Background: an optimization exercise with open tools, aiming at small area and a short achievable clock period. Do not read the settings as production practice.
Only simulation tests tie the RTL to the original design; equivalence was not proved.

==> flow/design.v <==
module intt4point(
    input clk, rst,
    input [15:0] in0, in1, in2, in3,
    output [15:0] out0, out1, out2, out3
);
  wire [12:0] z0, z1, z2, z3;
  reg [12:0] rz0;
  reg [14:0] rs2;
  reg [12:0] rb;
  reg [12:0] rd;
  wire [12:0] x0z;
  wire [12:0] dmz;
  wire [12:0] bmz;
  wire [12:0] g0 = in0[12:0] & {13{~rst}};
  wire [12:0] g1 = in1[12:0] & {13{~rst}};
  wire [12:0] g2 = in2[12:0] & {13{~rst}};
  wire [12:0] g3 = in3[12:0] & {13{~rst}};
  wire s1, c2;
  ha_m us1 (.a(g0[0]), .b(g2[0]), .s(s1), .co(c2));
  wire s3, c4;
  fa_m us3 (.a(g0[1]), .b(g2[1]), .c(c2), .s(s3), .co(c4));
  wire s5, c6;
  fa_m us5 (.a(g0[2]), .b(g2[2]), .c(c4), .s(s5), .co(c6));
  wire s7, c8;
  fa_m us7 (.a(g0[3]), .b(g2[3]), .c(c6), .s(s7), .co(c8));
  wire s9, c10;
  fa_m us9 (.a(g0[4]), .b(g2[4]), .c(c8), .s(s9), .co(c10));
  wire s11, c12;
  fa_m us11 (.a(g0[5]), .b(g2[5]), .c(c10), .s(s11), .co(c12));
  wire s13, c14;
  fa_m us13 (.a(g0[6]), .b(g2[6]), .c(c12), .s(s13), .co(c14));
  wire s15, c16;
  fa_m us15 (.a(g0[7]), .b(g2[7]), .c(c14), .s(s15), .co(c16));
  wire s17, c18;
  fa_m us17 (.a(g0[8]), .b(g2[8]), .c(c16), .s(s17), .co(c18));
  wire s19, c20;
  fa_m us19 (.a(g0[9]), .b(g2[9]), .c(c18), .s(s19), .co(c20));
  wire s21, c22;
  fa_m us21 (.a(g0[10]), .b(g2[10]), .c(c20), .s(s21), .co(c22));
  wire s23, c24;
  fa_m us23 (.a(g0[11]), .b(g2[11]), .c(c22), .s(s23), .co(c24));
  wire s25, c26;
  fa_m us25 (.a(g0[12]), .b(g2[12]), .c(c24), .s(s25), .co(c26));
  wire s27, c28;
  ha_m us27 (.a(g1[0]), .b(g3[0]), .s(s27), .co(c28));
  wire s29, c30;
  fa_m us29 (.a(g1[1]), .b(g3[1]), .c(c28), .s(s29), .co(c30));
  wire s31, c32;
  fa_m us31 (.a(g1[2]), .b(g3[2]), .c(c30), .s(s31), .co(c32));
  wire s33, c34;
  fa_m us33 (.a(g1[3]), .b(g3[3]), .c(c32), .s(s33), .co(c34));
  wire s35, c36;
  fa_m us35 (.a(g1[4]), .b(g3[4]), .c(c34), .s(s35), .co(c36));
  wire s37, c38;
  fa_m us37 (.a(g1[5]), .b(g3[5]), .c(c36), .s(s37), .co(c38));
  wire s39, c40;
  fa_m us39 (.a(g1[6]), .b(g3[6]), .c(c38), .s(s39), .co(c40));
  wire s41, c42;
  fa_m us41 (.a(g1[7]), .b(g3[7]), .c(c40), .s(s41), .co(c42));
  wire s43, c44;
  fa_m us43 (.a(g1[8]), .b(g3[8]), .c(c42), .s(s43), .co(c44));
  wire s45, c46;
  fa_m us45 (.a(g1[9]), .b(g3[9]), .c(c44), .s(s45), .co(c46));
  wire s47, c48;
  fa_m us47 (.a(g1[10]), .b(g3[10]), .c(c46), .s(s47), .co(c48));
  wire s49, c50;
  fa_m us49 (.a(g1[11]), .b(g3[11]), .c(c48), .s(s49), .co(c50));
  wire s51, c52;
  fa_m us51 (.a(g1[12]), .b(g3[12]), .c(c50), .s(s51), .co(c52));
  wire i53 = ~g2[0];
  wire s54, c55;
  xn_m us54 (.a(g0[0]), .b(i53), .y(s54));
  or_m uc55 (.a(g0[0]), .b(i53), .y(c55));
  wire i56 = ~g2[1];
  wire s57, c58;
  assign c58 = (g0[1] & i56) | (g0[1] & c55) | (i56 & c55);
  wire i59 = ~g2[2];
  wire s60, c61;
  assign c61 = (g0[2] & i59) | (g0[2] & c58) | (i59 & c58);
  wire i62 = ~g2[3];
  wire s63, c64;
  assign c64 = (g0[3] & i62) | (g0[3] & c61) | (i62 & c61);
  wire i65 = ~g2[4];
  wire s66, c67;
  assign c67 = (g0[4] & i65) | (g0[4] & c64) | (i65 & c64);
  wire i68 = ~g2[5];
  wire s69, c70;
  assign c70 = (g0[5] & i68) | (g0[5] & c67) | (i68 & c67);
  wire i71 = ~g2[6];
  wire s72, c73;
  assign c73 = (g0[6] & i71) | (g0[6] & c70) | (i71 & c70);
  wire i74 = ~g2[7];
  wire s75, c76;
  assign c76 = (g0[7] & i74) | (g0[7] & c73) | (i74 & c73);
  wire i77 = ~g2[8];
  wire s78, c79;
  assign c79 = (g0[8] & i77) | (g0[8] & c76) | (i77 & c76);
  wire i80 = ~g2[9];
  wire s81, c82;
  assign c82 = (g0[9] & i80) | (g0[9] & c79) | (i80 & c79);
  wire i83 = ~g2[10];
  wire s84, c85;
  assign c85 = (g0[10] & i83) | (g0[10] & c82) | (i83 & c82);
  wire i86 = ~g2[11];
  wire s87, c88;
  assign c88 = (g0[11] & i86) | (g0[11] & c85) | (i86 & c85);
  wire i89 = ~g2[12];
  wire s90, c91;
  wire i92 = ~g3[0];
  wire s93, c94;
  xn_m us93 (.a(g1[0]), .b(i92), .y(s93));
  or_m uc94 (.a(g1[0]), .b(i92), .y(c94));
  wire i95 = ~g3[1];
  wire s96, c97;
  assign c97 = (g1[1] & i95) | (g1[1] & c94) | (i95 & c94);
  wire i98 = ~g3[2];
  wire s99, c100;
  assign c100 = (g1[2] & i98) | (g1[2] & c97) | (i98 & c97);
  wire i101 = ~g3[3];
  wire s102, c103;
  assign c103 = (g1[3] & i101) | (g1[3] & c100) | (i101 & c100);
  wire i104 = ~g3[4];
  wire s105, c106;
  assign c106 = (g1[4] & i104) | (g1[4] & c103) | (i104 & c103);
  wire i107 = ~g3[5];
  wire s108, c109;
  assign c109 = (g1[5] & i107) | (g1[5] & c106) | (i107 & c106);
  wire i110 = ~g3[6];
  wire s111, c112;
  assign c112 = (g1[6] & i110) | (g1[6] & c109) | (i110 & c109);
  wire i113 = ~g3[7];
  wire s114, c115;
  assign c115 = (g1[7] & i113) | (g1[7] & c112) | (i113 & c112);
  wire i116 = ~g3[8];
  wire s117, c118;
  assign c118 = (g1[8] & i116) | (g1[8] & c115) | (i116 & c115);
  wire i119 = ~g3[9];
  wire s120, c121;
  assign c121 = (g1[9] & i119) | (g1[9] & c118) | (i119 & c118);
  wire i122 = ~g3[10];
  wire s123, c124;
  assign c124 = (g1[10] & i122) | (g1[10] & c121) | (i122 & c121);
  wire i125 = ~g3[11];
  wire s126, c127;
  assign c127 = (g1[11] & i125) | (g1[11] & c124) | (i125 & c124);
  wire i128 = ~g3[12];
  wire s129, c130;
  wire s131, c132;
  xn_m us131 (.a(g0[0]), .b(i53), .y(s131));
  or_m uc132 (.a(g0[0]), .b(i53), .y(c132));
  wire s133, c134;
  fa_m us133 (.a(g0[1]), .b(i56), .c(c132), .s(s133), .co(c134));
  wire s135, c136;
  fa_m us135 (.a(g0[2]), .b(i59), .c(c134), .s(s135), .co(c136));
  wire s137, c138;
  fa_m us137 (.a(g0[3]), .b(i62), .c(c136), .s(s137), .co(c138));
  wire s139, c140;
  fa_m us139 (.a(g0[4]), .b(i65), .c(c138), .s(s139), .co(c140));
  wire s141, c142;
  fa_m us141 (.a(g0[5]), .b(i68), .c(c140), .s(s141), .co(c142));
  wire s143, c144;
  fa_m us143 (.a(g0[6]), .b(i71), .c(c142), .s(s143), .co(c144));
  wire s145, c146;
  fa_m us145 (.a(g0[7]), .b(i74), .c(c144), .s(s145), .co(c146));
  wire s147, c148;
  fa_m us147 (.a(g0[8]), .b(i77), .c(c146), .s(s147), .co(c148));
  wire s149, c150;
  fa_m us149 (.a(g0[9]), .b(i80), .c(c148), .s(s149), .co(c150));
  wire s151, c152;
  fa_m us151 (.a(g0[10]), .b(i83), .c(c150), .s(s151), .co(c152));
  wire s153, c154;
  fa_m us153 (.a(g0[11]), .b(i86), .c(c152), .s(s153), .co(c154));
  wire s155, c156;
  fa_m us155 (.a(g0[12]), .b(i89), .c(c154), .s(s155), .co(c156));
  wire [12:0] w157 = {s155, s153, s151, s149, s147, s145, s143, s141, s139, s137, s135, s133, s131};
  wire i158 = ~c156;
  assign bmz = i158 ? w157 + 13'd7681 : w157;
  wire s159, c160;
  xn_m us159 (.a(g1[0]), .b(i92), .y(s159));
  or_m uc160 (.a(g1[0]), .b(i92), .y(c160));
  wire s161, c162;
  fa_m us161 (.a(g1[1]), .b(i95), .c(c160), .s(s161), .co(c162));
  wire s163, c164;
  fa_m us163 (.a(g1[2]), .b(i98), .c(c162), .s(s163), .co(c164));
  wire s165, c166;
  fa_m us165 (.a(g1[3]), .b(i101), .c(c164), .s(s165), .co(c166));
  wire s167, c168;
  fa_m us167 (.a(g1[4]), .b(i104), .c(c166), .s(s167), .co(c168));
  wire s169, c170;
  fa_m us169 (.a(g1[5]), .b(i107), .c(c168), .s(s169), .co(c170));
  wire s171, c172;
  fa_m us171 (.a(g1[6]), .b(i110), .c(c170), .s(s171), .co(c172));
  wire s173, c174;
  fa_m us173 (.a(g1[7]), .b(i113), .c(c172), .s(s173), .co(c174));
  wire s175, c176;
  fa_m us175 (.a(g1[8]), .b(i116), .c(c174), .s(s175), .co(c176));
  wire s177, c178;
  fa_m us177 (.a(g1[9]), .b(i119), .c(c176), .s(s177), .co(c178));
  wire s179, c180;
  fa_m us179 (.a(g1[10]), .b(i122), .c(c178), .s(s179), .co(c180));
  wire s181, c182;
  fa_m us181 (.a(g1[11]), .b(i125), .c(c180), .s(s181), .co(c182));
  wire s183, c184;
  fa_m us183 (.a(g1[12]), .b(i128), .c(c182), .s(s183), .co(c184));
  wire [12:0] w185 = {s183, s181, s179, s177, s175, s173, s171, s169, s167, s165, s163, s161, s159};
  wire i186 = ~c184;
  assign dmz = i186 ? w185 + 13'd7681 : w185;
  wire s187, c188;
  ha_m us187 (.a(s1), .b(s27), .s(s187), .co(c188));
  wire s189, c190;
  fa_m us189 (.a(s3), .b(s29), .c(c188), .s(s189), .co(c190));
  wire s191, c192;
  fa_m us191 (.a(s5), .b(s31), .c(c190), .s(s191), .co(c192));
  wire s193, c194;
  fa_m us193 (.a(s7), .b(s33), .c(c192), .s(s193), .co(c194));
  wire s195, c196;
  fa_m us195 (.a(s9), .b(s35), .c(c194), .s(s195), .co(c196));
  wire s197, c198;
  fa_m us197 (.a(s11), .b(s37), .c(c196), .s(s197), .co(c198));
  wire s199, c200;
  fa_m us199 (.a(s13), .b(s39), .c(c198), .s(s199), .co(c200));
  wire s201, c202;
  fa_m us201 (.a(s15), .b(s41), .c(c200), .s(s201), .co(c202));
  wire s203, c204;
  fa_m us203 (.a(s17), .b(s43), .c(c202), .s(s203), .co(c204));
  wire s205, c206;
  fa_m us205 (.a(s19), .b(s45), .c(c204), .s(s205), .co(c206));
  wire s207, c208;
  fa_m us207 (.a(s21), .b(s47), .c(c206), .s(s207), .co(c208));
  wire s209, c210;
  fa_m us209 (.a(s23), .b(s49), .c(c208), .s(s209), .co(c210));
  wire s211, c212;
  fa_m us211 (.a(s25), .b(s51), .c(c210), .s(s211), .co(c212));
  wire s213, c214;
  fa_m us213 (.a(c26), .b(c52), .c(c212), .s(s213), .co(c214));
  wire i215 = ~s27;
  wire s216, c217;
  xn_m us216 (.a(s1), .b(i215), .y(s216));
  or_m uc217 (.a(s1), .b(i215), .y(c217));
  wire i218 = ~s29;
  wire s219, c220;
  fa_m us219 (.a(s3), .b(i218), .c(c217), .s(s219), .co(c220));
  wire i221 = ~s31;
  wire s222, c223;
  fa_m us222 (.a(s5), .b(i221), .c(c220), .s(s222), .co(c223));
  wire i224 = ~s33;
  wire s225, c226;
  fa_m us225 (.a(s7), .b(i224), .c(c223), .s(s225), .co(c226));
  wire i227 = ~s35;
  wire s228, c229;
  fa_m us228 (.a(s9), .b(i227), .c(c226), .s(s228), .co(c229));
  wire i230 = ~s37;
  wire s231, c232;
  fa_m us231 (.a(s11), .b(i230), .c(c229), .s(s231), .co(c232));
  wire i233 = ~s39;
  wire s234, c235;
  fa_m us234 (.a(s13), .b(i233), .c(c232), .s(s234), .co(c235));
  wire i236 = ~s41;
  wire s237, c238;
  fa_m us237 (.a(s15), .b(i236), .c(c235), .s(s237), .co(c238));
  wire i239 = ~s43;
  wire s240, c241;
  fa_m us240 (.a(s17), .b(i239), .c(c238), .s(s240), .co(c241));
  wire i242 = ~s45;
  wire s243, c244;
  fa_m us243 (.a(s19), .b(i242), .c(c241), .s(s243), .co(c244));
  wire i245 = ~s47;
  wire s246, c247;
  fa_m us246 (.a(s21), .b(i245), .c(c244), .s(s246), .co(c247));
  wire i248 = ~s49;
  wire s249, c250;
  fa_m us249 (.a(s23), .b(i248), .c(c247), .s(s249), .co(c250));
  wire i251 = ~s51;
  wire s252, c253;
  fa_m us252 (.a(s25), .b(i251), .c(c250), .s(s252), .co(c253));
  wire i254 = ~c52;
  wire s255, c256;
  fa_m us255 (.a(c26), .b(i254), .c(c253), .s(s255), .co(c256));
  wire s257, c258;
  xn_m us257 (.a(s187), .b(s189), .y(s257));
  or_m uc258 (.a(s187), .b(s189), .y(c258));
  wire s259, c260;
  ha_m us259 (.a(s187), .b(s205), .s(s259), .co(c260));
  wire s261, c262;
  fa_m us261 (.a(s189), .b(s207), .c(c260), .s(s261), .co(c262));
  wire s263, c264;
  ha_m us263 (.a(s209), .b(c262), .s(s263), .co(c264));
  wire s265, c266;
  ha_m us265 (.a(s211), .b(c264), .s(s265), .co(c266));
  wire s267, c268;
  fa_m us267 (.a(s213), .b(s187), .c(c266), .s(s267), .co(c268));
  wire i269 = ~s257;
  wire s270, c271;
  fa_m us270 (.a(c214), .b(i269), .c(c268), .s(s270), .co(c271));
  wire i272 = ~c258;
  wire s273, c274;
  xn_m us273 (.a(i272), .b(c271), .y(s273));
  or_m uc274 (.a(i272), .b(c271), .y(c274));
  wire [12:0] w275 = {s270, s267, s265, s263, s261, s259, s203, s201, s199, s197, s195, s193, s191};
  assign x0z = s273 ? w275 + 13'd7681 : w275;
  wire [12:0] rz0_d = {x0z[12], x0z[11], x0z[10], x0z[9], x0z[8], x0z[7], x0z[6], x0z[5], x0z[4], x0z[3], x0z[2], x0z[1], x0z[0]};
  wire [14:0] rs2_d = {c256, s255, s252, s249, s246, s243, s240, s237, s234, s231, s228, s225, s222, s219, s216};
  wire [12:0] rb_d = {bmz[12], bmz[11], bmz[10], bmz[9], bmz[8], bmz[7], bmz[6], bmz[5], bmz[4], bmz[3], bmz[2], bmz[1], bmz[0]};
  wire [12:0] rd_d = {dmz[12], dmz[11], dmz[10], dmz[9], dmz[8], dmz[7], dmz[6], dmz[5], dmz[4], dmz[3], dmz[2], dmz[1], dmz[0]};
  assign z0 = rz0;
  wire i276 = ~rs2[1];
  wire s277, c278;
  xn_m us277 (.a(i276), .b(rs2[14]), .y(s277));
  or_m uc278 (.a(i276), .b(rs2[14]), .y(c278));
  wire i279 = ~rs2[7];
  wire s280, c281;
  ha_m us280 (.a(i279), .b(rs2[5]), .s(s280), .co(c281));
  wire s282, c283;
  ha_m us282 (.a(rs2[2]), .b(rs2[8]), .s(s282), .co(c283));
  wire s284, c285;
  fa_m us284 (.a(rs2[6]), .b(c281), .c(c278), .s(s284), .co(c285));
  wire s286, c287;
  fa_m us286 (.a(rs2[3]), .b(rs2[9]), .c(rs2[0]), .s(s286), .co(c287));
  wire s288, c289;
  fa_m us288 (.a(i279), .b(c283), .c(s286), .s(s288), .co(c289));
  wire s290, c291;
  fa_m us290 (.a(rs2[4]), .b(rs2[10]), .c(rs2[1]), .s(s290), .co(c291));
  wire s292, c293;
  fa_m us292 (.a(c287), .b(s290), .c(c289), .s(s292), .co(c293));
  wire s294, c295;
  fa_m us294 (.a(rs2[2]), .b(rs2[5]), .c(rs2[11]), .s(s294), .co(c295));
  wire i296 = ~c291;
  wire s297, c298;
  fa_m us297 (.a(rs2[0]), .b(rs2[9]), .c(i296), .s(s297), .co(c298));
  wire i299 = ~s294;
  wire s300, c301;
  ha_m us300 (.a(i299), .b(s297), .s(s300), .co(c301));
  wire s302, c303;
  fa_m us302 (.a(rs2[3]), .b(rs2[6]), .c(rs2[12]), .s(s302), .co(c303));
  wire s304, c305;
  fa_m us304 (.a(rs2[1]), .b(rs2[10]), .c(c298), .s(s304), .co(c305));
  wire i306 = ~c301;
  wire s307, c308;
  fa_m us307 (.a(c295), .b(s302), .c(i306), .s(s307), .co(c308));
  wire s309, c310;
  fa_m us309 (.a(rs2[2]), .b(rs2[11]), .c(rs2[0]), .s(s309), .co(c310));
  wire s311, c312;
  fa_m us311 (.a(rs2[4]), .b(rs2[7]), .c(rs2[13]), .s(s311), .co(c312));
  wire i313 = ~s309;
  wire s314, c315;
  fa_m us314 (.a(c303), .b(i313), .c(s311), .s(s314), .co(c315));
  wire i316 = ~s314;
  wire s317, c318;
  ha_m us317 (.a(i316), .b(c305), .s(s317), .co(c318));
  wire s319, c320;
  xn_m us319 (.a(rs2[3]), .b(rs2[12]), .y(s319));
  or_m uc320 (.a(rs2[3]), .b(rs2[12]), .y(c320));
  wire s321, c322;
  fa_m us321 (.a(rs2[5]), .b(rs2[8]), .c(rs2[14]), .s(s321), .co(c322));
  wire s323, c324;
  fa_m us323 (.a(rs2[1]), .b(c310), .c(s319), .s(s323), .co(c324));
  wire s325, c326;
  fa_m us325 (.a(c312), .b(s321), .c(c315), .s(s325), .co(c326));
  wire i327 = ~s325;
  wire s328, c329;
  ha_m us328 (.a(s323), .b(i327), .s(s328), .co(c329));
  wire s330, c331;
  ha_m us330 (.a(rs2[0]), .b(rs2[9]), .s(s330), .co(c331));
  wire s332, c333;
  fa_m us332 (.a(rs2[2]), .b(rs2[4]), .c(rs2[13]), .s(s332), .co(c333));
  wire s334, c335;
  fa_m us334 (.a(rs2[0]), .b(rs2[6]), .c(c322), .s(s334), .co(c335));
  wire s336, c337;
  fa_m us336 (.a(c320), .b(s332), .c(c324), .s(s336), .co(c337));
  wire s338, c339;
  fa_m us338 (.a(s330), .b(s334), .c(c326), .s(s338), .co(c339));
  wire s340, c341;
  ha_m us340 (.a(s336), .b(c329), .s(s340), .co(c341));
  wire s342, c343;
  fa_m us342 (.a(rs2[1]), .b(rs2[10]), .c(c331), .s(s342), .co(c343));
  wire s344, c345;
  fa_m us344 (.a(rs2[3]), .b(c333), .c(c337), .s(s344), .co(c345));
  wire s346, c347;
  fa_m us346 (.a(c335), .b(s342), .c(c339), .s(s346), .co(c347));
  wire s348, c349;
  ha_m us348 (.a(s344), .b(c341), .s(s348), .co(c349));
  wire i350 = ~rs2[4];
  wire s351, c352;
  fa_m us351 (.a(rs2[2]), .b(rs2[11]), .c(i350), .s(s351), .co(c352));
  wire s353, c354;
  fa_m us353 (.a(s351), .b(c343), .c(c347), .s(s353), .co(c354));
  wire s355, c356;
  ha_m us355 (.a(c345), .b(c349), .s(s355), .co(c356));
  wire s357, c358;
  fa_m us357 (.a(rs2[3]), .b(rs2[12]), .c(c352), .s(s357), .co(c358));
  wire i359 = ~s357;
  wire s360, c361;
  fa_m us360 (.a(rs2[5]), .b(i359), .c(c356), .s(s360), .co(c361));
  wire i362 = ~rs2[0];
  wire s363, c364;
  fa_m us363 (.a(i362), .b(rs2[4]), .c(rs2[13]), .s(s363), .co(c364));
  wire i365 = ~rs2[6];
  wire s366, c367;
  fa_m us366 (.a(i365), .b(s363), .c(c358), .s(s366), .co(c367));
  wire s368, c369;
  ha_m us368 (.a(s277), .b(s280), .s(s368), .co(c369));
  wire i370 = ~s282;
  wire s371, c372;
  fa_m us371 (.a(i370), .b(s284), .c(c369), .s(s371), .co(c372));
  wire i373 = ~s288;
  wire s374, c375;
  fa_m us374 (.a(c285), .b(i373), .c(c372), .s(s374), .co(c375));
  wire i376 = ~s292;
  wire s377, c378;
  fa_m us377 (.a(rs2[8]), .b(i376), .c(c375), .s(s377), .co(c378));
  wire i379 = ~c293;
  wire s380, c381;
  fa_m us380 (.a(i379), .b(s300), .c(c378), .s(s380), .co(c381));
  wire i382 = ~s307;
  wire s383, c384;
  xn_m us383 (.a(s304), .b(i382), .y(s383));
  or_m uc384 (.a(s304), .b(i382), .y(c384));
  wire i385 = ~c308;
  wire s386, c387;
  ha_m us386 (.a(i385), .b(s317), .s(s386), .co(c387));
  wire s388, c389;
  ha_m us388 (.a(c318), .b(s328), .s(s388), .co(c389));
  wire i390 = ~s338;
  wire s391, c392;
  ha_m us391 (.a(i390), .b(s340), .s(s391), .co(c392));
  wire s393, c394;
  fa_m us393 (.a(s368), .b(s348), .c(c392), .s(s393), .co(c394));
  wire s395, c396;
  fa_m us395 (.a(s371), .b(s355), .c(c394), .s(s395), .co(c396));
  wire s397, c398;
  fa_m us397 (.a(s374), .b(s360), .c(c396), .s(s397), .co(c398));
  wire s399, c400;
  fa_m us399 (.a(s377), .b(c361), .c(c398), .s(s399), .co(c400));
  wire s401, c402;
  ha_m us401 (.a(c364), .b(s368), .s(s401), .co(c402));
  wire i403 = ~s380;
  wire s404, c405;
  fa_m us404 (.a(s401), .b(c367), .c(i403), .s(s404), .co(c405));
  wire s406, c407;
  ha_m us406 (.a(c402), .b(s371), .s(s406), .co(c407));
  wire s408, c409;
  ha_m us408 (.a(c381), .b(s383), .s(s408), .co(c409));
  wire s410, c411;
  fa_m us410 (.a(c384), .b(s386), .c(c409), .s(s410), .co(c411));
  wire s412, c413;
  fa_m us412 (.a(c387), .b(s388), .c(c411), .s(s412), .co(c413));
  wire s414, c415;
  fa_m us414 (.a(c389), .b(s391), .c(c413), .s(s414), .co(c415));
  wire i416 = ~s346;
  wire s417, c418;
  fa_m us417 (.a(i416), .b(s393), .c(c415), .s(s417), .co(c418));
  wire i419 = ~s353;
  wire s420, c421;
  fa_m us420 (.a(i419), .b(s395), .c(c418), .s(s420), .co(c421));
  wire i422 = ~c354;
  wire s423, c424;
  fa_m us423 (.a(i422), .b(s397), .c(c421), .s(s423), .co(c424));
  wire i425 = ~s366;
  wire s426, c427;
  fa_m us426 (.a(i425), .b(s399), .c(c424), .s(s426), .co(c427));
  wire i428 = ~s404;
  wire s429, c430;
  fa_m us429 (.a(c400), .b(i428), .c(c427), .s(s429), .co(c430));
  wire i431 = ~c430;
  wire s432, c433;
  fa_m us432 (.a(c405), .b(s406), .c(i431), .s(s432), .co(c433));
  wire s434, c435;
  fa_m us434 (.a(s374), .b(c407), .c(c433), .s(s434), .co(c435));
  wire s436, c437;
  ha_m us436 (.a(s377), .b(c435), .s(s436), .co(c437));
  wire s438, c439;
  ha_m us438 (.a(s380), .b(c437), .s(s438), .co(c439));
  wire i440 = ~s432;
  wire i441 = ~s434;
  wire i442 = ~s436;
  wire i443 = ~s438;
  wire [12:0] w444 = {i443, i442, i441, i440, s429, s426, s423, s420, s417, s414, s412, s410, s408};
  assign z2 = c439 ? w444 + 13'd7681 : w444;
  wire s445, c446;
  xn_m us445 (.a(rb[5]), .b(rb[1]), .y(s445));
  or_m uc446 (.a(rb[5]), .b(rb[1]), .y(c446));
  wire s447, c448;
  ha_m us447 (.a(rb[6]), .b(rb[2]), .s(s447), .co(c448));
  wire s449, c450;
  fa_m us449 (.a(rb[0]), .b(c446), .c(s447), .s(s449), .co(c450));
  wire s451, c452;
  fa_m us451 (.a(rb[7]), .b(rb[3]), .c(rb[1]), .s(s451), .co(c452));
  wire s453, c454;
  fa_m us453 (.a(c448), .b(s451), .c(c450), .s(s453), .co(c454));
  wire s455, c456;
  ha_m us455 (.a(rd[9]), .b(rd[0]), .s(s455), .co(c456));
  wire s457, c458;
  fa_m us457 (.a(rb[8]), .b(rb[4]), .c(rb[2]), .s(s457), .co(c458));
  wire s459, c460;
  fa_m us459 (.a(rd[10]), .b(rd[1]), .c(c456), .s(s459), .co(c460));
  wire s461, c462;
  fa_m us461 (.a(c452), .b(s457), .c(c454), .s(s461), .co(c462));
  wire s463, c464;
  fa_m us463 (.a(rb[0]), .b(rb[9]), .c(rb[5]), .s(s463), .co(c464));
  wire s465, c466;
  fa_m us465 (.a(rb[3]), .b(rd[0]), .c(c458), .s(s465), .co(c466));
  wire s467, c468;
  fa_m us467 (.a(rd[2]), .b(rd[11]), .c(c460), .s(s467), .co(c468));
  wire s469, c470;
  fa_m us469 (.a(s463), .b(s465), .c(c462), .s(s469), .co(c470));
  wire s471, c472;
  fa_m us471 (.a(rb[1]), .b(rb[10]), .c(rb[6]), .s(s471), .co(c472));
  wire s473, c474;
  fa_m us473 (.a(rb[4]), .b(rb[0]), .c(rd[1]), .s(s473), .co(c474));
  wire s475, c476;
  fa_m us475 (.a(c464), .b(s471), .c(s473), .s(s475), .co(c476));
  wire s477, c478;
  fa_m us477 (.a(rd[3]), .b(rd[12]), .c(c468), .s(s477), .co(c478));
  wire s479, c480;
  fa_m us479 (.a(c466), .b(s475), .c(c470), .s(s479), .co(c480));
  wire s481, c482;
  fa_m us481 (.a(rb[2]), .b(rb[11]), .c(rb[7]), .s(s481), .co(c482));
  wire s483, c484;
  fa_m us483 (.a(rb[5]), .b(rb[1]), .c(rd[2]), .s(s483), .co(c484));
  wire s485, c486;
  fa_m us485 (.a(rd[0]), .b(c472), .c(c474), .s(s485), .co(c486));
  wire s487, c488;
  fa_m us487 (.a(s481), .b(s483), .c(c476), .s(s487), .co(c488));
  wire i489 = ~rd[4];
  wire s490, c491;
  fa_m us490 (.a(i489), .b(s485), .c(s487), .s(s490), .co(c491));
  wire i492 = ~s490;
  wire s493, c494;
  ha_m us493 (.a(c478), .b(i492), .s(s493), .co(c494));
  wire i495 = ~rb[3];
  wire s496, c497;
  xn_m us496 (.a(i495), .b(rd[5]), .y(s496));
  or_m uc497 (.a(i495), .b(rd[5]), .y(c497));
  wire s498, c499;
  fa_m us498 (.a(rb[12]), .b(rb[8]), .c(rb[6]), .s(s498), .co(c499));
  wire s500, c501;
  fa_m us500 (.a(rb[2]), .b(rd[3]), .c(rd[1]), .s(s500), .co(c501));
  wire s502, c503;
  fa_m us502 (.a(c482), .b(c484), .c(s498), .s(s502), .co(c503));
  wire s504, c505;
  fa_m us504 (.a(s500), .b(c486), .c(s502), .s(s504), .co(c505));
  wire s506, c507;
  fa_m us506 (.a(c488), .b(s504), .c(c491), .s(s506), .co(c507));
  wire s508, c509;
  ha_m us508 (.a(s496), .b(c494), .s(s508), .co(c509));
  wire s510, c511;
  fa_m us510 (.a(rd[2]), .b(rb[4]), .c(rb[0]), .s(s510), .co(c511));
  wire s512, c513;
  fa_m us512 (.a(rb[9]), .b(rb[7]), .c(rb[3]), .s(s512), .co(c513));
  wire s514, c515;
  fa_m us514 (.a(rb[0]), .b(rd[6]), .c(c497), .s(s514), .co(c515));
  wire s516, c517;
  fa_m us516 (.a(rd[4]), .b(c499), .c(c501), .s(s516), .co(c517));
  wire s518, c519;
  fa_m us518 (.a(s510), .b(s512), .c(c503), .s(s518), .co(c519));
  wire s520, c521;
  fa_m us520 (.a(s516), .b(c505), .c(s518), .s(s520), .co(c521));
  wire i522 = ~s514;
  wire s523, c524;
  fa_m us523 (.a(i522), .b(s520), .c(c507), .s(s523), .co(c524));
  wire s525, c526;
  fa_m us525 (.a(rd[3]), .b(rb[10]), .c(rb[8]), .s(s525), .co(c526));
  wire s527, c528;
  fa_m us527 (.a(rb[4]), .b(rd[5]), .c(c511), .s(s527), .co(c528));
  wire s529, c530;
  fa_m us529 (.a(c513), .b(s525), .c(c517), .s(s529), .co(c530));
  wire s531, c532;
  fa_m us531 (.a(s527), .b(c519), .c(s529), .s(s531), .co(c532));
  wire i533 = ~s531;
  wire s534, c535;
  fa_m us534 (.a(rb[1]), .b(c515), .c(i533), .s(s534), .co(c535));
  wire i536 = ~c521;
  wire s537, c538;
  ha_m us537 (.a(i536), .b(s534), .s(s537), .co(c538));
  wire s539, c540;
  fa_m us539 (.a(rd[4]), .b(rb[11]), .c(rb[9]), .s(s539), .co(c540));
  wire s541, c542;
  fa_m us541 (.a(rb[5]), .b(rd[6]), .c(c526), .s(s541), .co(c542));
  wire s543, c544;
  fa_m us543 (.a(s539), .b(c528), .c(s541), .s(s543), .co(c544));
  wire s545, c546;
  fa_m us545 (.a(c530), .b(s543), .c(c532), .s(s545), .co(c546));
  wire s547, c548;
  fa_m us547 (.a(rb[2]), .b(c535), .c(c538), .s(s547), .co(c548));
  wire s549, c550;
  fa_m us549 (.a(rd[5]), .b(rb[12]), .c(rb[10]), .s(s549), .co(c550));
  wire s551, c552;
  fa_m us551 (.a(rb[6]), .b(rd[7]), .c(c540), .s(s551), .co(c552));
  wire s553, c554;
  fa_m us553 (.a(s549), .b(c542), .c(s551), .s(s553), .co(c554));
  wire s555, c556;
  fa_m us555 (.a(c544), .b(s553), .c(c546), .s(s555), .co(c556));
  wire i557 = ~s555;
  wire s558, c559;
  ha_m us558 (.a(rb[3]), .b(i557), .s(s558), .co(c559));
  wire s560, c561;
  xn_m us560 (.a(rb[4]), .b(rb[0]), .y(s560));
  or_m uc561 (.a(rb[4]), .b(rb[0]), .y(c561));
  wire s562, c563;
  fa_m us562 (.a(rd[6]), .b(rb[11]), .c(rb[7]), .s(s562), .co(c563));
  wire s564, c565;
  fa_m us564 (.a(rd[8]), .b(c550), .c(s562), .s(s564), .co(c565));
  wire s566, c567;
  fa_m us566 (.a(c552), .b(s564), .c(c554), .s(s566), .co(c567));
  wire i568 = ~s560;
  wire s569, c570;
  fa_m us569 (.a(i568), .b(s566), .c(c556), .s(s569), .co(c570));
  wire s571, c572;
  fa_m us571 (.a(rb[12]), .b(rb[8]), .c(rd[9]), .s(s571), .co(c572));
  wire s573, c574;
  fa_m us573 (.a(c563), .b(s571), .c(c565), .s(s573), .co(c574));
  wire i575 = ~c561;
  wire s576, c577;
  fa_m us576 (.a(i575), .b(s573), .c(c567), .s(s576), .co(c577));
  wire s578, c579;
  ha_m us578 (.a(rb[9]), .b(rd[10]), .s(s578), .co(c579));
  wire s580, c581;
  fa_m us580 (.a(c572), .b(s578), .c(c574), .s(s580), .co(c581));
  wire s582, c583;
  fa_m us582 (.a(rb[10]), .b(rd[11]), .c(c579), .s(s582), .co(c583));
  wire s584, c585;
  ha_m us584 (.a(rb[11]), .b(rd[12]), .s(s584), .co(c585));
  wire i586 = ~s445;
  wire s587, c588;
  ha_m us587 (.a(rd[7]), .b(i586), .s(s587), .co(c588));
  wire i589 = ~s449;
  wire s590, c591;
  fa_m us590 (.a(rd[8]), .b(i589), .c(c588), .s(s590), .co(c591));
  wire i592 = ~s453;
  wire s593, c594;
  fa_m us593 (.a(i592), .b(s455), .c(c591), .s(s593), .co(c594));
  wire i595 = ~s461;
  wire s596, c597;
  fa_m us596 (.a(s459), .b(i595), .c(c594), .s(s596), .co(c597));
  wire i598 = ~s469;
  wire s599, c600;
  fa_m us599 (.a(s467), .b(i598), .c(c597), .s(s599), .co(c600));
  wire i601 = ~s479;
  wire s602, c603;
  fa_m us602 (.a(s477), .b(i601), .c(c600), .s(s602), .co(c603));
  wire i604 = ~c480;
  wire s605, c606;
  xn_m us605 (.a(s493), .b(i604), .y(s605));
  or_m uc606 (.a(s493), .b(i604), .y(c606));
  wire i607 = ~s506;
  wire s608, c609;
  ha_m us608 (.a(i607), .b(s508), .s(s608), .co(c609));
  wire s610, c611;
  ha_m us610 (.a(c509), .b(c609), .s(s610), .co(c611));
  wire s612, c613;
  fa_m us612 (.a(s587), .b(s537), .c(c611), .s(s612), .co(c613));
  wire s614, c615;
  fa_m us614 (.a(s590), .b(s547), .c(c613), .s(s614), .co(c615));
  wire s616, c617;
  fa_m us616 (.a(s593), .b(c548), .c(s558), .s(s616), .co(c617));
  wire s618, c619;
  fa_m us618 (.a(s596), .b(c559), .c(c617), .s(s618), .co(c619));
  wire s620, c621;
  ha_m us620 (.a(s587), .b(s576), .s(s620), .co(c621));
  wire i622 = ~s599;
  wire s623, c624;
  fa_m us623 (.a(i622), .b(s620), .c(c570), .s(s623), .co(c624));
  wire s625, c626;
  fa_m us625 (.a(s590), .b(s580), .c(c577), .s(s625), .co(c626));
  wire s627, c628;
  fa_m us627 (.a(c621), .b(s625), .c(c624), .s(s627), .co(c628));
  wire s629, c630;
  ha_m us629 (.a(s582), .b(c581), .s(s629), .co(c630));
  wire s631, c632;
  fa_m us631 (.a(s593), .b(s629), .c(c626), .s(s631), .co(c632));
  wire s633, c634;
  ha_m us633 (.a(s584), .b(c583), .s(s633), .co(c634));
  wire s635, c636;
  fa_m us635 (.a(s633), .b(c630), .c(s596), .s(s635), .co(c636));
  wire s637, c638;
  ha_m us637 (.a(rb[12]), .b(c585), .s(s637), .co(c638));
  wire s639, c640;
  fa_m us639 (.a(s637), .b(c634), .c(s599), .s(s639), .co(c640));
  wire s641, c642;
  ha_m us641 (.a(c638), .b(s602), .s(s641), .co(c642));
  wire s643, c644;
  ha_m us643 (.a(c603), .b(s605), .s(s643), .co(c644));
  wire s645, c646;
  fa_m us645 (.a(c606), .b(s608), .c(c644), .s(s645), .co(c646));
  wire i647 = ~s523;
  wire s648, c649;
  fa_m us648 (.a(i647), .b(s610), .c(c646), .s(s648), .co(c649));
  wire i650 = ~c524;
  wire s651, c652;
  fa_m us651 (.a(i650), .b(s612), .c(c649), .s(s651), .co(c652));
  wire i653 = ~s545;
  wire s654, c655;
  fa_m us654 (.a(i653), .b(s614), .c(c652), .s(s654), .co(c655));
  wire s656, c657;
  fa_m us656 (.a(c615), .b(s616), .c(c655), .s(s656), .co(c657));
  wire i658 = ~s569;
  wire s659, c660;
  fa_m us659 (.a(i658), .b(s618), .c(c657), .s(s659), .co(c660));
  wire i661 = ~s623;
  wire s662, c663;
  fa_m us662 (.a(c619), .b(i661), .c(c660), .s(s662), .co(c663));
  wire i664 = ~s627;
  wire s665, c666;
  fa_m us665 (.a(s602), .b(i664), .c(c663), .s(s665), .co(c666));
  wire i667 = ~c666;
  wire s668, c669;
  fa_m us668 (.a(c628), .b(s631), .c(i667), .s(s668), .co(c669));
  wire s670, c671;
  fa_m us670 (.a(c632), .b(s635), .c(c669), .s(s670), .co(c671));
  wire s672, c673;
  fa_m us672 (.a(c636), .b(s639), .c(c671), .s(s672), .co(c673));
  wire s674, c675;
  fa_m us674 (.a(c640), .b(s641), .c(c673), .s(s674), .co(c675));
  wire s676, c677;
  xn_m us676 (.a(c642), .b(c675), .y(s676));
  or_m uc677 (.a(c642), .b(c675), .y(c677));
  wire i678 = ~s668;
  wire i679 = ~s670;
  wire i680 = ~s672;
  wire i681 = ~s674;
  wire [12:0] w682 = {i681, i680, i679, i678, s665, s662, s659, s656, s654, s651, s648, s645, s643};
  wire i683 = ~s676;
  assign z1 = i683 ? w682 + 13'd7681 : w682;
  wire i684 = ~rd[5];
  wire s685, c686;
  ha_m us685 (.a(rb[7]), .b(i684), .s(s685), .co(c686));
  wire i687 = ~rd[6];
  wire s688, c689;
  xn_m us688 (.a(rb[8]), .b(i687), .y(s688));
  or_m uc689 (.a(rb[8]), .b(i687), .y(c689));
  wire i690 = ~c686;
  wire s691, c692;
  fa_m us691 (.a(rd[2]), .b(rd[0]), .c(i690), .s(s691), .co(c692));
  wire s693, c694;
  fa_m us693 (.a(rd[7]), .b(rd[3]), .c(rd[1]), .s(s693), .co(c694));
  wire s695, c696;
  fa_m us695 (.a(rb[0]), .b(rb[9]), .c(c689), .s(s695), .co(c696));
  wire s697, c698;
  xn_m us697 (.a(s693), .b(c692), .y(s697));
  or_m uc698 (.a(s693), .b(c692), .y(c698));
  wire s699, c700;
  fa_m us699 (.a(rd[8]), .b(rd[4]), .c(rd[2]), .s(s699), .co(c700));
  wire s701, c702;
  fa_m us701 (.a(rb[1]), .b(rb[10]), .c(c696), .s(s701), .co(c702));
  wire s703, c704;
  fa_m us703 (.a(c694), .b(s699), .c(c698), .s(s703), .co(c704));
  wire s705, c706;
  fa_m us705 (.a(rd[0]), .b(rb[0]), .c(rd[9]), .s(s705), .co(c706));
  wire s707, c708;
  fa_m us707 (.a(rd[5]), .b(rd[3]), .c(c700), .s(s707), .co(c708));
  wire s709, c710;
  fa_m us709 (.a(rb[2]), .b(rb[11]), .c(c702), .s(s709), .co(c710));
  wire s711, c712;
  fa_m us711 (.a(s705), .b(s707), .c(c704), .s(s711), .co(c712));
  wire s713, c714;
  fa_m us713 (.a(rd[1]), .b(rb[1]), .c(rd[10]), .s(s713), .co(c714));
  wire s715, c716;
  fa_m us715 (.a(rd[6]), .b(rd[4]), .c(rd[0]), .s(s715), .co(c716));
  wire s717, c718;
  fa_m us717 (.a(c706), .b(s713), .c(s715), .s(s717), .co(c718));
  wire i719 = ~c708;
  wire s720, c721;
  fa_m us720 (.a(rb[3]), .b(rb[12]), .c(i719), .s(s720), .co(c721));
  wire i722 = ~s717;
  wire s723, c724;
  fa_m us723 (.a(i722), .b(s720), .c(c710), .s(s723), .co(c724));
  wire s725, c726;
  fa_m us725 (.a(rb[0]), .b(rb[2]), .c(rd[11]), .s(s725), .co(c726));
  wire s727, c728;
  fa_m us727 (.a(rd[7]), .b(rd[5]), .c(rd[1]), .s(s727), .co(c728));
  wire s729, c730;
  fa_m us729 (.a(rd[2]), .b(c714), .c(c716), .s(s729), .co(c730));
  wire s731, c732;
  fa_m us731 (.a(s725), .b(s727), .c(c718), .s(s731), .co(c732));
  wire i733 = ~s729;
  wire s734, c735;
  fa_m us734 (.a(rb[4]), .b(i733), .c(c721), .s(s734), .co(c735));
  wire i736 = ~s731;
  wire s737, c738;
  ha_m us737 (.a(i736), .b(s734), .s(s737), .co(c738));
  wire i739 = ~rb[1];
  wire s740, c741;
  xn_m us740 (.a(i739), .b(rb[5]), .y(s740));
  or_m uc741 (.a(i739), .b(rb[5]), .y(c741));
  wire s742, c743;
  fa_m us742 (.a(rd[3]), .b(rb[3]), .c(rd[12]), .s(s742), .co(c743));
  wire s744, c745;
  fa_m us744 (.a(rd[8]), .b(rd[6]), .c(rd[2]), .s(s744), .co(c745));
  wire s746, c747;
  fa_m us746 (.a(c726), .b(c728), .c(s742), .s(s746), .co(c747));
  wire s748, c749;
  fa_m us748 (.a(s744), .b(c730), .c(s746), .s(s748), .co(c749));
  wire s750, c751;
  fa_m us750 (.a(s740), .b(c735), .c(c738), .s(s750), .co(c751));
  wire s752, c753;
  xn_m us752 (.a(c732), .b(s748), .y(s752));
  or_m uc753 (.a(c732), .b(s748), .y(c753));
  wire s754, c755;
  fa_m us754 (.a(rb[2]), .b(rd[4]), .c(rd[0]), .s(s754), .co(c755));
  wire s756, c757;
  fa_m us756 (.a(rb[4]), .b(rd[9]), .c(rd[7]), .s(s756), .co(c757));
  wire s758, c759;
  fa_m us758 (.a(rd[0]), .b(rb[6]), .c(c741), .s(s758), .co(c759));
  wire s760, c761;
  fa_m us760 (.a(rd[3]), .b(c743), .c(c745), .s(s760), .co(c761));
  wire s762, c763;
  fa_m us762 (.a(s754), .b(s756), .c(c747), .s(s762), .co(c763));
  wire s764, c765;
  fa_m us764 (.a(s760), .b(c749), .c(s762), .s(s764), .co(c765));
  wire i766 = ~s758;
  wire s767, c768;
  fa_m us767 (.a(i766), .b(c753), .c(s764), .s(s767), .co(c768));
  wire s769, c770;
  fa_m us769 (.a(rb[3]), .b(rb[5]), .c(rd[10]), .s(s769), .co(c770));
  wire s771, c772;
  fa_m us771 (.a(rd[8]), .b(rd[4]), .c(c755), .s(s771), .co(c772));
  wire s773, c774;
  fa_m us773 (.a(c757), .b(s769), .c(c761), .s(s773), .co(c774));
  wire s775, c776;
  fa_m us775 (.a(s771), .b(c763), .c(s773), .s(s775), .co(c776));
  wire s777, c778;
  fa_m us777 (.a(s775), .b(c765), .c(c768), .s(s777), .co(c778));
  wire s779, c780;
  ha_m us779 (.a(rd[1]), .b(c759), .s(s779), .co(c780));
  wire s781, c782;
  fa_m us781 (.a(rb[4]), .b(rb[6]), .c(rd[11]), .s(s781), .co(c782));
  wire s783, c784;
  fa_m us783 (.a(rd[9]), .b(rd[5]), .c(c770), .s(s783), .co(c784));
  wire s785, c786;
  fa_m us785 (.a(s781), .b(c772), .c(s783), .s(s785), .co(c786));
  wire s787, c788;
  fa_m us787 (.a(c774), .b(s785), .c(c776), .s(s787), .co(c788));
  wire i789 = ~s787;
  wire s790, c791;
  fa_m us790 (.a(rd[2]), .b(c780), .c(i789), .s(s790), .co(c791));
  wire s792, c793;
  fa_m us792 (.a(rb[5]), .b(rb[7]), .c(rd[12]), .s(s792), .co(c793));
  wire s794, c795;
  fa_m us794 (.a(rd[10]), .b(rd[6]), .c(c782), .s(s794), .co(c795));
  wire s796, c797;
  fa_m us796 (.a(s792), .b(c784), .c(s794), .s(s796), .co(c797));
  wire s798, c799;
  fa_m us798 (.a(c786), .b(s796), .c(c788), .s(s798), .co(c799));
  wire s800, c801;
  ha_m us800 (.a(rd[3]), .b(c791), .s(s800), .co(c801));
  wire i802 = ~rb[6];
  wire s803, c804;
  xn_m us803 (.a(i802), .b(rd[4]), .y(s803));
  or_m uc804 (.a(i802), .b(rd[4]), .y(c804));
  wire s805, c806;
  fa_m us805 (.a(rb[8]), .b(rd[11]), .c(rd[7]), .s(s805), .co(c806));
  wire s807, c808;
  fa_m us807 (.a(c793), .b(s805), .c(c795), .s(s807), .co(c808));
  wire i809 = ~c797;
  wire s810, c811;
  fa_m us810 (.a(rd[0]), .b(s803), .c(i809), .s(s810), .co(c811));
  wire i812 = ~s810;
  wire s813, c814;
  fa_m us813 (.a(s807), .b(i812), .c(c799), .s(s813), .co(c814));
  wire s815, c816;
  fa_m us815 (.a(rb[9]), .b(rd[12]), .c(rd[8]), .s(s815), .co(c816));
  wire s817, c818;
  fa_m us817 (.a(c806), .b(s815), .c(c808), .s(s817), .co(c818));
  wire i819 = ~s817;
  wire s820, c821;
  fa_m us820 (.a(c804), .b(c811), .c(i819), .s(s820), .co(c821));
  wire s822, c823;
  ha_m us822 (.a(rb[10]), .b(rd[9]), .s(s822), .co(c823));
  wire s824, c825;
  fa_m us824 (.a(c816), .b(s822), .c(c818), .s(s824), .co(c825));
  wire s826, c827;
  fa_m us826 (.a(rb[11]), .b(rd[10]), .c(c823), .s(s826), .co(c827));
  wire s828, c829;
  ha_m us828 (.a(rb[12]), .b(rd[11]), .s(s828), .co(c829));
  wire i830 = ~rd[1];
  wire s831, c832;
  ha_m us831 (.a(i830), .b(s685), .s(s831), .co(c832));
  wire i833 = ~s691;
  wire s834, c835;
  fa_m us834 (.a(s688), .b(i833), .c(c832), .s(s834), .co(c835));
  wire i836 = ~s697;
  wire s837, c838;
  fa_m us837 (.a(s695), .b(i836), .c(c835), .s(s837), .co(c838));
  wire i839 = ~s703;
  wire s840, c841;
  fa_m us840 (.a(s701), .b(i839), .c(c838), .s(s840), .co(c841));
  wire i842 = ~s711;
  wire s843, c844;
  fa_m us843 (.a(s709), .b(i842), .c(c841), .s(s843), .co(c844));
  wire i845 = ~c712;
  wire s846, c847;
  fa_m us846 (.a(i845), .b(s723), .c(c844), .s(s846), .co(c847));
  wire s848, c849;
  xn_m us848 (.a(s737), .b(c724), .y(s848));
  or_m uc849 (.a(s737), .b(c724), .y(c849));
  wire i850 = ~s752;
  wire s851, c852;
  ha_m us851 (.a(i850), .b(s750), .s(s851), .co(c852));
  wire i853 = ~s767;
  wire s854, c855;
  ha_m us854 (.a(i853), .b(c751), .s(s854), .co(c855));
  wire s856, c857;
  fa_m us856 (.a(s831), .b(s779), .c(c855), .s(s856), .co(c857));
  wire s858, c859;
  fa_m us858 (.a(s834), .b(s790), .c(c857), .s(s858), .co(c859));
  wire s860, c861;
  fa_m us860 (.a(s837), .b(s800), .c(c859), .s(s860), .co(c861));
  wire i862 = ~s813;
  wire s863, c864;
  fa_m us863 (.a(s840), .b(c801), .c(i862), .s(s863), .co(c864));
  wire i865 = ~s831;
  wire s866, c867;
  xn_m us866 (.a(i865), .b(s820), .y(s866));
  or_m uc867 (.a(i865), .b(s820), .y(c867));
  wire s868, c869;
  fa_m us868 (.a(s843), .b(s866), .c(c864), .s(s868), .co(c869));
  wire s870, c871;
  fa_m us870 (.a(c821), .b(c867), .c(s846), .s(s870), .co(c871));
  wire i872 = ~s870;
  wire s873, c874;
  fa_m us873 (.a(s834), .b(s824), .c(i872), .s(s873), .co(c874));
  wire s875, c876;
  ha_m us875 (.a(s826), .b(s837), .s(s875), .co(c876));
  wire s877, c878;
  fa_m us877 (.a(c825), .b(s875), .c(c874), .s(s877), .co(c878));
  wire s879, c880;
  ha_m us879 (.a(s828), .b(c827), .s(s879), .co(c880));
  wire s881, c882;
  fa_m us881 (.a(s879), .b(s840), .c(c876), .s(s881), .co(c882));
  wire s883, c884;
  ha_m us883 (.a(rd[12]), .b(c829), .s(s883), .co(c884));
  wire s885, c886;
  fa_m us885 (.a(s883), .b(c880), .c(s843), .s(s885), .co(c886));
  wire s887, c888;
  ha_m us887 (.a(c884), .b(s846), .s(s887), .co(c888));
  wire s889, c890;
  ha_m us889 (.a(c847), .b(s848), .s(s889), .co(c890));
  wire s891, c892;
  fa_m us891 (.a(c849), .b(s851), .c(c890), .s(s891), .co(c892));
  wire s893, c894;
  fa_m us893 (.a(c852), .b(s854), .c(c892), .s(s893), .co(c894));
  wire i895 = ~s777;
  wire s896, c897;
  fa_m us896 (.a(i895), .b(s856), .c(c894), .s(s896), .co(c897));
  wire i898 = ~c778;
  wire s899, c900;
  fa_m us899 (.a(i898), .b(s858), .c(c897), .s(s899), .co(c900));
  wire i901 = ~s798;
  wire s902, c903;
  fa_m us902 (.a(i901), .b(s860), .c(c900), .s(s902), .co(c903));
  wire s904, c905;
  fa_m us904 (.a(c861), .b(s863), .c(c903), .s(s904), .co(c905));
  wire i906 = ~c814;
  wire s907, c908;
  fa_m us907 (.a(i906), .b(s868), .c(c905), .s(s907), .co(c908));
  wire i909 = ~s873;
  wire s910, c911;
  fa_m us910 (.a(c869), .b(i909), .c(c908), .s(s910), .co(c911));
  wire i912 = ~s877;
  wire s913, c914;
  fa_m us913 (.a(c871), .b(i912), .c(c911), .s(s913), .co(c914));
  wire i915 = ~c914;
  wire s916, c917;
  fa_m us916 (.a(c878), .b(s881), .c(i915), .s(s916), .co(c917));
  wire s918, c919;
  fa_m us918 (.a(c882), .b(s885), .c(c917), .s(s918), .co(c919));
  wire s920, c921;
  fa_m us920 (.a(c886), .b(s887), .c(c919), .s(s920), .co(c921));
  wire s922, c923;
  xn_m us922 (.a(c888), .b(c921), .y(s922));
  or_m uc923 (.a(c888), .b(c921), .y(c923));
  wire i924 = ~s916;
  wire i925 = ~s918;
  wire i926 = ~s920;
  wire [12:0] w927 = {i926, i925, i924, s913, s910, s907, s904, s902, s899, s896, s893, s891, s889};
  wire i928 = ~s922;
  assign z3 = i928 ? w927 + 13'd7681 : w927;
  always @(posedge clk) begin
    rz0 <= rz0_d;
    rs2 <= rs2_d;
    rb <= rb_d;
    rd <= rd_d;
  end
  assign out0 = {3'b000, z0};
  assign out1 = {3'b000, z1};
  assign out2 = {3'b000, z2};
  assign out3 = {3'b000, z3};
endmodule
module fa_m(input a, b, c, output s, co);
  assign s = a ^ b ^ c;
  assign co = (a & b) | (a & c) | (b & c);
endmodule
module ha_m(input a, b, output s, co);
  assign s = a ^ b;
  assign co = a & b;
endmodule
module xn_m(input a, b, output y);
  assign y = ~(a ^ b);
endmodule
module or_m(input a, b, output y);
  assign y = a | b;
endmodule
==> flow/flow/run.sh <==
#!/bin/bash
set -e
export BUFFER_PORTS_ARGS="-buffer_cell sky130_fd_sc_hd__buf_1"
export SETUP_SLACK_MARGIN=79.4
bash standard.sh > standard.log 2>&1
==> flow/standard.sh <==
#!/bin/bash
# synth_recipe.tcl (not shown) runs the flow's synth.tcl, then flattens the netlist and writes it again
# the make line also repeats each setting of config.mk as NAME=value (left out here)
make -C /OpenROAD-flow-scripts/flow DESIGN_CONFIG=/design/flow/config.mk WORK_HOME=/design/flow/orfs CLKGATE_MAP_FILE= SYNTH_SCRIPT=/design/flow/synth_recipe.tcl "${@:-finish}"
==> flow/config.mk <==
export PLATFORM = sky130hd
export DESIGN_NAME = intt4point
export DESIGN_NICKNAME = intt4point
export VERILOG_FILES = /design/flow/design.v
export SDC_FILE = /design/flow/constraint.sdc
export NUM_CORES = 4
export LEC_CHECK = 0
export CAP_MARGIN = 20
export CORE_MARGIN = 2
export CORE_UTILIZATION = 40
export SLEW_MARGIN = 20
export SYNTH_HIERARCHICAL = 1
export SYNTH_MINIMUM_KEEP_SIZE = 0
==> flow/constraint.sdc <==
create_clock -name core_clock -period 110.0 [get_ports {clk}]
set_input_delay 22.0000 -clock core_clock [delete_from_list [all_inputs] [get_ports {clk}]]
set_output_delay 22.0000 -clock core_clock [all_outputs]
set_load 0.01 [all_outputs]
==> out/results.ini, run 1 <==
[routing]
num_vias=6179
antenna_left=0
wl_per_cell_um=16.3
drt_iter0_markers=206
avgViaCountPerCell=4.77
drt_wl_total_um=21100
first_pass_iters=4
drc_errors=0

[placement]
gp_congestion=0.860
dp.final_hpwl_um=18500
portBuffers=105
pre_cts_ws_ns=78.82
placedCellCount=1274

[synth]
synth_area_um2=10300
synth_edf_count=0
async_flop_share_pct=0
synth_most_common_cell=fa_1
ys_ff_latch=54
syn_avg_cell_area_um2=12.1
netlist.area_leader.share_pct=56.4
synthAdderAreaFrac_pct=63.8
yosysWarningCount=7
syn_inst=849
synth_simple_gate_area_share_pct=9.29
yosysTopAreaCell=fa_1
synth_common_cells=fa_1, inv_1, ha_1
synth_area_leaders=fa_1, dfxtp_1, ha_1
synth_compound_area_share_pct=1.63
synth_ff_type=dfxtp_1
ys_types=32
synthXorXnorAreaFrac_pct=7.94
synth_seq_area_share_pct=10.5
synth_top_family_by_area=adder cells
muxShareOfSynthArea_pct=0.658

[cells_and_area]
drive_gt1_share_pct=9.22
post-route-util_pct=45.5
layout-area-overhead-vs-synth_pct=11.8
fillCellCount=2312
layout.cells.non_filler=1295
n_antenna_cell=0
num-nets-final=1380

[setup_path]
cp.required_ns=88.00
cp_slowest_cell=fa_2
end_kind=output pin
crit_buf_inv=3
critPathLaunchType=flop
critical_path.startpoint=rb[6]
worst_path_largest_cell_delay_ns=0.52
worstPathArrival_ns=8.31
crit_path_max_fanout=6
cp_common_cell=fa_2
crit_family=adder cells
worst-setup-path-type=reg2out

[sta]
fin_hold_ws_ns=22.22
slew_viol_final=0
fmax_mhz=33.0
slew_headroom_pct=60.4
tns_ns=0
rsz0062_at_grt=yes
fin_crit_ns=30.31
setup_viol=0
fin_ws_ns=79.69
hold_viol=0
worstMarginPinSlew_ns=0.593
fin_crit_sh_pct=27.6

[global_routing]
antenna_found_initial=0
gr-total-overflow=0
grt_pass1_wl_um=35200
grt_pass1_vias=6707
grt_max_degree=53
groute.usage.overall_pct=16.9

[run_status]
status=complete, no violations

[floorplanning]
pin_count=130
die_h_um=164
initial_core_util_pct=40.8
dieArea_um2=27000
placementRows=58
chipWidth_um=164
core-area_um2=25200

[cts]
cts_tree=yes
cts.sinks=54
h-tree-depth=2
clock_tree.root_cell=clkbuf_16
cts_buffer_depth=2
cts_buffers=5
path_clk_slew_ns=0.06

[hold_path]
hp-start=in2[12]
worst_hold_path_type=in2reg

[run]
cap_violations=0

-- per-layer routing --
| metal | vias up | share of wire [%] | global-route usage [%] |
|---|---|---|---|
| met4 | 0 | 1.8 | 3.63 |
| met3 | 21 | 4.2 | 1.82 |
| met5 | - | 0 | 0 |
| li1 | 2821 | - | - |
| met1 | 3184 | 46 | 24.6 |
| met2 | 153 | 48 | 27.7 |
-- layout by cell type (no fill, tap or decap), types with 13 or more instances in the layout --
| cell type | instances |
|---|---|
| nor2b_1 | 26 |
| nand2_1 | 20 |
| fa_1 | 265 |
| buf_4 | 13 |
| dfxtp_1 | 33 |
| ha_1 | 60 |
| nand2b_1 | 27 |
| or2_1 | 18 |
| nand4_1 | 22 |
| fa_2 | 24 |
| inv_1 | 132 |
| xor2_1 | 36 |
| xnor2_1 | 54 |
| buf_1 | 99 |
-- per-stage QoR --
stage | instance area, um2
final | 11500
after CTS | 11300
after global routing | 11500
after floorplan | 10300
after detailed placement | 11000
after global placement | 11000
-- per-module statistics from Yosys (local to each module, per instance) --
module / flops+latches / copies in the design / cell area (um2) / cells inside
fa_m: 0 / 289 / 20.0 / 1
xn_m: 0 / 21 / 8.76 / 1
ha_m: 0 / 55 / 12.5 / 1
intt4point: 54 / 1 / 3490 / 466
or_m: 0 / 18 / 6.26 / 1
-- flip-flops by register name, indices dropped and copies added (netlist names) --
signal	count
rb	13
rd	13
rs2	15
rz0	13
-- repair_timing --
action | 4_1_cts | 5_1_grt
hold buffers | 0 | 0
pin swaps | 3 | 10
setup endpoints to repair | 31 | 33
setup buffers | 6 | 7
gates resized for setup | 40 | 37
-- kinds of logic after synthesis --
| group | count (synthesis) |
|---|---|
| AOI/OAI and AO/OA | 24 |
| xor gates and xnor gates | 93 |
| adders and majority gates | 350 |
| buffers and inverters | 154 |
| DFF | 54 |
| muxes | 6 |
| other | 1 |
| and+or+nand+nor | 167 |
-- worst paths after layout --
kind / to / slack [ns] / cells past startpoint
worst min-delay path: rb[12] / 22.22 / 4
worst max-delay path: out1[5] / 79.69 / 27
-- final cells by class --
class,instances,area [um2],share of cell area [%]
clock buffer,5,125,1.09
clock inverter,3,40.0,0.349
timing repair buffer,119,514,4.48
sequential,54,1130,9.89
inverter,132,495,4.32
tap,330,413,3.60
multi-input combinational,652,8750,76.3
==> inputs of run 2 (changes only) <==
==> flow/flow/run.sh (replaced) <==
#!/bin/bash
set -e
export BUFFER_PORTS_ARGS="-buffer_cell sky130_fd_sc_hd__buf_1"
export SETUP_SLACK_MARGIN=79.0
bash standard.sh > standard.log 2>&1
==> run 2 against run 1 <==
- area after synthesis stayed put
- worst hold slack hardly changed
- clock-buffer cell count stayed put
- cell area is 0.68% lower
- critical path type unchanged
==> out/results.ini, run 2 <==
[run]
cap_violations=0  ; unchanged

[cells_and_area]
num-nets-final=1378  ; was 1,380
n_antenna_cell=0  ; unchanged
final_cell_mix=fa_1, inv_1, buf_1, ha_1, xnor2_1  ; unchanged
largest_reg_flops=15  ; unchanged
finalInstanceArea_um2=11400  ; was 11,500 um2
top_register=rs2  ; unchanged
layout-area-overhead-vs-synth_pct=11.0  ; was 11.8%
final_common_cell=fa_1  ; unchanged
drive_gt1_share_pct=6.44  ; was 9.22%

[synth]
synth_top_family_by_area=adder cells  ; unchanged
synth_most_common_cell=fa_1  ; unchanged
muxShareOfSynthArea_pct=0.658  ; unchanged
ys_ff_latch=54  ; unchanged
synth_ff_type=dfxtp_1  ; unchanged
synth_area_um2=10300  ; unchanged
yosysWarningCount=7  ; unchanged
yosysTopAreaCell=fa_1  ; unchanged
syn_avg_cell_area_um2=12.1  ; unchanged
synthXorXnorAreaFrac_pct=7.94  ; unchanged
netlist.area_leader.share_pct=56.4  ; unchanged
async_flop_share_pct=0  ; unchanged
synthAdderAreaFrac_pct=63.8  ; unchanged
ys_types=32  ; unchanged
synth_seq_area_share_pct=10.5  ; unchanged
synth_common_cells=fa_1, inv_1, ha_1  ; unchanged
syn_inst=849  ; unchanged
synth_area_leaders=fa_1, dfxtp_1, ha_1  ; unchanged
synth_compound_area_share_pct=1.63  ; unchanged
synth_edf_count=0  ; unchanged
synth_simple_gate_area_share_pct=9.29  ; unchanged

[cts]
path_clk_slew_ns=0.06  ; about the same
cts.sinks=54  ; unchanged
clock_tree.root_cell=clkbuf_16  ; unchanged
postCtsHoldBufs=0  ; unchanged
h-tree-depth=2  ; unchanged
cts_buffer_depth=2  ; unchanged
cts_tree=yes  ; unchanged
cts_buffers=5  ; unchanged

[global_routing]
gr-total-overflow=0  ; unchanged
groute.usage.overall_pct=16.8  ; was 16.9%
antenna_found_initial=0  ; unchanged
grt_pass1_vias=6631  ; was 6,707
grt_max_degree=53  ; unchanged
grt_pass1_wl_um=34900  ; was 35,200 um

[routing]
antenna_left=0  ; unchanged
first_pass_iters=4  ; unchanged
avgViaCountPerCell=4.75  ; was 4.77
drc_errors=0  ; unchanged
drt_iter0_markers=205  ; was 206
wl_per_cell_um=16.2  ; was 16.3 um
drt_wl_total_um=20900  ; was 21,100 um
num_vias=6140  ; was 6,179

[hold_path]
worst_hold_path_type=in2reg  ; unchanged
hp-start=in2[12]  ; unchanged

[setup_path]
critical_path.startpoint=rb[5]  ; was rb[6]
worstPathArrival_ns=8.60  ; was 8.31 ns
critPathLaunchType=flop  ; unchanged
worst-setup-path-type=reg2out  ; unchanged
cp.required_ns=88.00  ; about the same
end_kind=output pin  ; unchanged
crit_path_max_fanout=9  ; was 6

[run_status]
status=complete, no violations  ; unchanged

[sta]
hold_viol=0  ; unchanged
setup_viol=0  ; unchanged
slew_headroom_pct=58.9  ; was 60.4%
slew_viol_final=0  ; unchanged
fmax_mhz=32.7  ; was 33.0 MHz
worstMarginPinSlew_ns=0.616  ; was 0.593 ns
tns_ns=0  ; unchanged
fin_crit_sh_pct=27.8  ; was 27.6%
fin_crit_ns=30.60  ; was 30.31 ns
rsz0062_at_grt=no  ; was yes

[floorplanning]
die_h_um=164  ; unchanged
placementRows=58  ; unchanged
pin_count=130  ; unchanged
chipWidth_um=164  ; unchanged
core-area_um2=25200  ; unchanged
dieArea_um2=27000  ; unchanged
initial_core_util_pct=40.8  ; unchanged

[placement]
portBuffers=105  ; unchanged
place_area_um2=11000  ; unchanged
dp.final_hpwl_um=18500  ; unchanged
gp_congestion=0.860  ; unchanged

## run 2: cell counts after synthesis
No cell type changed its count.
## run 2: critical path, stage by stage (launching register included)
cell and delay [ns]:
dfxtp_4 0.41, or2_1 0.24, fa_1 0.41, fa_1 0.40, fa_2 0.53, inv_1 0.05, fa_1 0.40, fa_2 0.36
fa_1 0.40, ha_1 0.22, fa_1 0.38, fa_1 0.40, fa_1 0.39, fa_1 0.38, fa_1 0.39, fa_1 0.40
fa_1 0.39, fa_1 0.36, inv_1 0.07, fa_1 0.18, fa_1 0.19, fa_2 0.22, fa_2 0.26, xnor2_4 0.12
nand3b_1 0.21, nor3_2 0.21, xor2_1 0.16, buf_1 0.17
## run 2: cell type report
cell class	instances	area (um2)
Inverter	132	495
Multi-Input combinational cell	652	8710
Sequential cell	54	1120
Clock inverter	3	40.0
Clock buffer	5	125
Tap cell	330	413
Timing Repair Buffer	117	494
Fill cell	2314	13800
## run 2: repair_timing
action,4_1_cts,5_1_grt
endpoints found under the setup margin,16,30
setup buffers,0,11
pin swaps,0,4
resized for setup,4,42
## run 2: logic make-up (layout without fill, tap and decap cells)
| group | Yosys count | after routing |
|---|---|---|
| mux | 6 | 6 |
| other cells | 1 | 12 |
| xor+xnor | 93 | 93 |
| fa+ha+maj | 350 | 350 |
| flops | 54 | 54 |
| buf+inv | 154 | 257 |
| compound gates | 24 | 24 |
| simple gates | 167 | 167 |
## run 2: worst paths after layout
check,to,slack [ns],cells after the start
setup / recovery,out1[8],79.40,27
hold / removal,rb[12],22.22,4
## run 2: modules after synthesis, one instance, submodules excluded
module	area [um2]	cells inside	times used	flops+latches
ha_m	12.5	1	55	0
xn_m	8.76	1	21	0
fa_m	20.0	1	289	0
or_m	6.26	1	18	0
intt4point	3490	466	1	54
## run 2: metal layers
layer	routed length [um]	share of wire, %	vias to the layer above	global-route usage [%]
met1	9720	46	3178	24.5
met5	0	0	-	0
met3	813	3.9	15	1.79
met2	10000	48	129	27.4
met4	335	1.6	0	3.59
li1	-	-	2818	-
## run 2: stage by stage
step	util (%)	std cells	hold WS [ns]	setup slack (ns)
detailed placement	43.6	1274	22.39	78.82
CTS	44.3	1282	22.20	79.02
global placement	43.6	1274	22.39	78.85
finish	45.2	1293	22.22	79.40
global route	45.2	1293	22.27	78.98
floorplan	-	860	22.30	79.84

## what the ideal ports hide
How much do the figures lean on ideal ports? The routed layouts below were timed once more, with nothing changed but the port constraints. Step 1 (the two cells are an assumption about what drives the block):
set clk [get_ports {clk}]
set_driving_cell -lib_cell sky130_fd_sc_hd__clkbuf_16 $clk
set_driving_cell -lib_cell sky130_fd_sc_hd__buf_2 [delete_from_list [all_inputs] $clk]
Step 2 times the ports against the registers' clock, not the clock port: input delays grow and output delays shrink by t, the midpoint of the rising clock arrivals with the driver on. Slacks: ideal / step 1 / step 2; pairs: ideal / step 1.
| run | t, ns | slack for setup (ns) | hold slack, ns | latest minus earliest clock arrival (ns) | worst data-port slew with drivers (ns) |
|---|---|---|---|---|---|
| run 1 | 0.329 | 79.689 / 79.650 / 79.438 | 22.215 / 22.196 / 22.412 | 0.006 / 0.006 | 0.04 |
| run 2 | 0.329 | 79.399 / 79.360 / 79.221 | 22.215 / 22.197 / 22.411 | 0.005 / 0.005 | 0.04 |
After both steps every run listed still meets setup and hold. For run 1, which loses most, drivers alone change the setup slack by -0.039 ns; drivers and shift together by -0.251 ns.
